Background: an optimization exercise with open tools, aiming at small area. Do not read the settings as production practice.
RTL that was checked went through simulation tests only; none was proved equivalent to the original.
Power figures rest on the tool's default switching activity, not on a simulated workload.

== run 1 ==
==> flow/design.v (excerpt) <==
module ecc_codec (
  input  logic        clk,
  input  logic        rst_n,      
  input  logic        en,         
  input  logic [71:0] enc_d,      
  output logic [79:0] enc_q,      
  input  logic [79:0] dec_d,      
  output logic [71:0] dec_q,      
  output logic [7:0]  dec_syndrome,
  output logic        dec_sb_err,
  output logic        dec_db_err,
  output logic        dec_sb_fix
);
Size in the first run: about 1100 cells after synthesis, roughly 320 I/O pins.
==> flow/config.mk <==
export PLATFORM = sky130hd
export DESIGN_NAME = ecc_codec
export DESIGN_NICKNAME = ecc_codec
export VERILOG_FILES = /design/flow/design.v
export SDC_FILE = /design/flow/constraint.sdc
export NUM_CORES = 4
export LEC_CHECK = 0
export CAP_MARGIN = 20
export CORE_MARGIN = 2
export CORE_UTILIZATION = 40
export SLEW_MARGIN = 20
==> flow/constraint.sdc <==
create_clock -name core_clock -period 4.0 [get_ports {clk}]
set_input_delay 0.8000 -clock core_clock [delete_from_list [all_inputs] [get_ports {clk}]]
set_output_delay 0.8000 -clock core_clock [all_outputs]
set_load 0.01 [all_outputs]
run.sh (not shown) runs the stock make flow with config.mk's settings and CLKGATE_MAP_FILE= SYNTH_SCRIPT=/design/flow/synth_recipe.tcl, a recipe that flattens the netlist after the stock synthesis.
Both conditions hold for run 1: the flow ran to the end and the final layout passed the timing, DRC and antenna checks.
--- input diff run 1..run 2 ---
Settings: CTS_CLUSTER_DIAMETER now 100, previously not set; CTS_CLUSTER_SIZE now 30, previously not set.
==> flow/flow/run.sh (new file) <==
#!/bin/bash
# The standard layout, with the smallest buffer (buf_1) on every input and output port.
set -euo pipefail
export BUFFER_PORTS_ARGS="-buffer_cell sky130_fd_sc_hd__buf_1"
bash standard.sh > standard_flow.log 2>&1
==> flow/standard.sh (new file) <==
#!/bin/bash
# synth_recipe.tcl (not shown) runs the flow's synth.tcl, then flattens the netlist and writes it again
# the make line also repeats each setting of config.mk as NAME=value (left out here)
make -C /OpenROAD-flow-scripts/flow DESIGN_CONFIG=/design/flow/config.mk WORK_HOME=/design/flow/orfs CLKGATE_MAP_FILE= SYNTH_SCRIPT=/design/flow/synth_recipe.tcl "${@:-finish}"
removed: flow/run.sh
## What came out
- Sequential share of layout area: run 2 and run 1 compared, lower one is run 1
- Relative to run 1, the part of the power in the clock network of run 2 is lower by 6.7 points.
- The higher smallest setup slack after layout of run 2 and run 1 is in run 1.
- Cell area (higher): run 1
- Between run 2 and run 1, the final period demand of the worst path is lower for run 1.
- Delta (run 2 minus run 1): layout net count down 18, transition at the pin with the smallest max-transition slack shows a reduction of 16 ps, final critical-path share of the clock period up 1.3 points, total power of the final layout fell 0.0020 W.
Here is what was changed in the inputs of run 3 compared with run 2.
Settings: a deleted CTS_CLUSTER_SIZE that had been 30; an added ABC_AREA of 1; a deleted CTS_CLUSTER_DIAMETER that had been 100.
--- outcome ---
NOTE: final routed wirelength across all metal layers in run 3 exceeds that of run 2
Proportion of cell area occupied by registers ends up higher on run 2.
Compared with run 2, in run 3 via count up 47%; share of the cycle needed by the critical path after routing has decreased.
Run 2 ended up with xnor3_2 as its library cell contributing the largest single delay on the critical path; run 3 ended up with dfrtp_1.
### run 3 -> run 4
Settings: ABC_AREA no longer set, was 1; CTS_CLUSTER_SIZE now 20, previously not set; CTS_CLUSTER_DIAMETER now 80, previously not set.
==> run notes <==
Against run 3, total power in run 4 rose by a few percent.
Diff run 3 -> run 4: horizontal die dimension lower; flip-flop and latch count roughly the same; count of clock-buffer cells in the layout lower; global-route wire length before repair lower; placement-stage worst setup slack lower.
No run of this note included a check of the RTL's function; only the layout flow was run.

ecc_codec, a different RTL version from the one above (not shown whole).
For scale: roughly 880 cells after synthesis, about 320 I/O pins, about 11,000 um^2 of cells after synthesis.
export LEC_CHECK = 0
export CAP_MARGIN = 20
export CORE_MARGIN = 2
export CORE_UTILIZATION = 40
export CTS_CLUSTER_DIAMETER = 80
export CTS_CLUSTER_SIZE = 20
export SLEW_MARGIN = 20
create_clock -name core_clock -period 4.0 [get_ports {clk}]
standard.sh (not shown) runs the stock make flow with config.mk's settings and CLKGATE_MAP_FILE= SYNTH_SCRIPT=/design/flow/synth_recipe.tcl, a recipe that flattens the netlist after the stock synthesis.
==> flow/flow/run.sh <==
#!/bin/bash
# The standard layout with these changes:
#  - synthesis maps each 2:1 mux (the registers' clock enables) to an a22o cell with a shared
#    inverted select (flow/mux_a22o.v), then maps the rest of the logic with an area-oriented
#    ABC script (flow/area.abc) instead of ORFS's speed script. The flip-flops are mapped
#    before ABC runs, so they are the standard synthesis's;
#  - every input and output port gets the smallest buffer (buf_1);
#  - clock tree synthesis takes its arguments from flow/cts_args when that file exists.
set -euo pipefail
W=$PWD
# synthesis script: synth_recipe.tcl with a wrapper around ABC's logic mapping
{
  head -n 1 synth_recipe.tcl
  cat <<TCL
proc abc {args} {
  set i [lsearch -exact \$args -script]
  if {\$i >= 0 && [string match *abc_speed.script [lindex \$args [expr {\$i + 1}]]]} {
    yosys techmap -map $W/flow/mux_a22o.v \$::env(DESIGN_NAME)
    yosys opt_merge
    lset args [expr {\$i + 1}] $W/flow/area.abc
  }
  yosys abc {*}\$args
}
TCL
  tail -n +2 synth_recipe.tcl
} > own_synth.tcl
sed "s#SYNTH_SCRIPT=[^ ]*synth_recipe.tcl#SYNTH_SCRIPT=$W/own_synth.tcl#" standard.sh > own_standard.sh
grep -q "SYNTH_SCRIPT=$W/own_synth.tcl" own_standard.sh
# clock tree synthesis arguments, if flow/cts_args gives them
if [[ -f flow/cts_args ]]; then
  export CTS_ARGS="$(cat flow/cts_args)"
fi
export BUFFER_PORTS_ARGS="-buffer_cell sky130_fd_sc_hd__buf_1"
bash own_standard.sh > own_flow.log 2>&1
==> flow/flow/area.abc <==
&get -n
&st
&synch2
&nf -R 1000
&put
==> flow/flow/cts_args <==
-sink_clustering_enable -repair_clock_nets -sink_clustering_size 20 -sink_clustering_max_diameter 80 -dont_use_dummy_load
==> flow/flow/mux_a22o.v <==
// Each 2:1 mux as an a22o cell with an inverted select; opt_merge shares the inverters.
module \$_MUX_ (input A, input B, input S, output Y);
  wire sn;
  \$_NOT_ inv (.A(S), .Y(sn));
  sky130_fd_sc_hd__a22o_1 _TECHMAP_REPLACE_ (.A1(S), .A2(B), .B1(sn), .B2(A), .X(Y));
endmodule
The first run ran to the end with no violations.
Then changed:
==> flow/flow/cts_args (replaced) <==
-sink_clustering_enable -repair_clock_nets -sink_clustering_size 12 -sink_clustering_max_diameter 60 -dont_use_dummy_load -buf_list {sky130_fd_sc_hd__clkbuf_4 sky130_fd_sc_hd__clkbuf_8} -root_buf sky130_fd_sc_hd__clkbuf_16
- CORE_UTILIZATION: 40 -> 55
- CTS_CLUSTER_DIAMETER: 80 -> unset
- CTS_CLUSTER_SIZE: 20 -> unset
Outcome:
- power falls by 2.1%
- via count stays flat
- first-iteration DRC count decreases by 15%
Then changed:
- CORE_UTILIZATION: 55 -> 65
After rerunning: Routed wire length fell slightly; design area fell slightly; cell count fell by a few percent.
Then changed:
==> flow/flow/cts_args (replaced) <==
-sink_clustering_enable -repair_clock_nets -sink_clustering_size 10 -sink_clustering_max_diameter 50 -dont_use_dummy_load -buf_list {sky130_fd_sc_hd__clkbuf_4} -root_buf sky130_fd_sc_hd__clkbuf_16
- CORE_UTILIZATION: 65 -> 40
- CTS_CLUSTER_DIAMETER: unset -> 80
- CTS_CLUSTER_SIZE: unset -> 20
=> Maximum frequency rises by 1.1%. Area after synthesis stays the same. Design area is higher by 1.7%. Flip-flop and latch count is unchanged. Hold slack gains 8.0 ps. Setup slack improved by 43 ps. Via count went down by 0.64%. Register-to-register slack gets better by 20 ps. Combinational power fell by about 2%. Clock skew went up by 22 ps.

[static timing again, ports no longer ideal]
The results above use ideal ports. As a check the final layouts listed here were re-extracted and re-timed, cells and wires unchanged.
Step 1 (the two cells are an assumption about what drives the block):
set clk [get_ports {clk}]
set_driving_cell -lib_cell sky130_fd_sc_hd__clkbuf_16 $clk
set_driving_cell -lib_cell sky130_fd_sc_hd__buf_2 [delete_from_list [all_inputs] $clk]
Step 2 also shifts input and output timing later by t, the mid clock arrival at the registers, as if the neighbouring blocks saw the same clock.
a / b / c = ideal / step 1 / step 2; a / b = the first two.
run | t (ns) | setup slack, ns | worst hold slack (ns)
run 1 | 0.587 | 0.187 / 0.137 / 0.724 | 0.264 / 0.267 / 0.520
run 2 | 0.528 | 0.134 / 0.087 / 0.615 | 0.424 / 0.401 / 0.523
run 3 | 0.603 | 0.385 / 0.335 / 0.938 | 0.373 / 0.347 / 0.484
run 4 | 0.540 | 0.096 / 0.050 / 0.590 | 0.408 / 0.386 / 0.514
the first run of note 2 | 0.528 | 0.279 / 0.231 / 0.759 | 0.367 / 0.341 / 0.501
the second run of note 2 | 0.528 | 0.241 / 0.193 / 0.720 | 0.360 / 0.334 / 0.509
the third run of note 2 | 0.520 | 0.230 / 0.183 / 0.702 | 0.373 / 0.352 / 0.502
the fourth run of note 2 | 0.514 | 0.273 / 0.226 / 0.740 | 0.381 / 0.357 / 0.465
After both steps setup and hold are still met in every run listed.
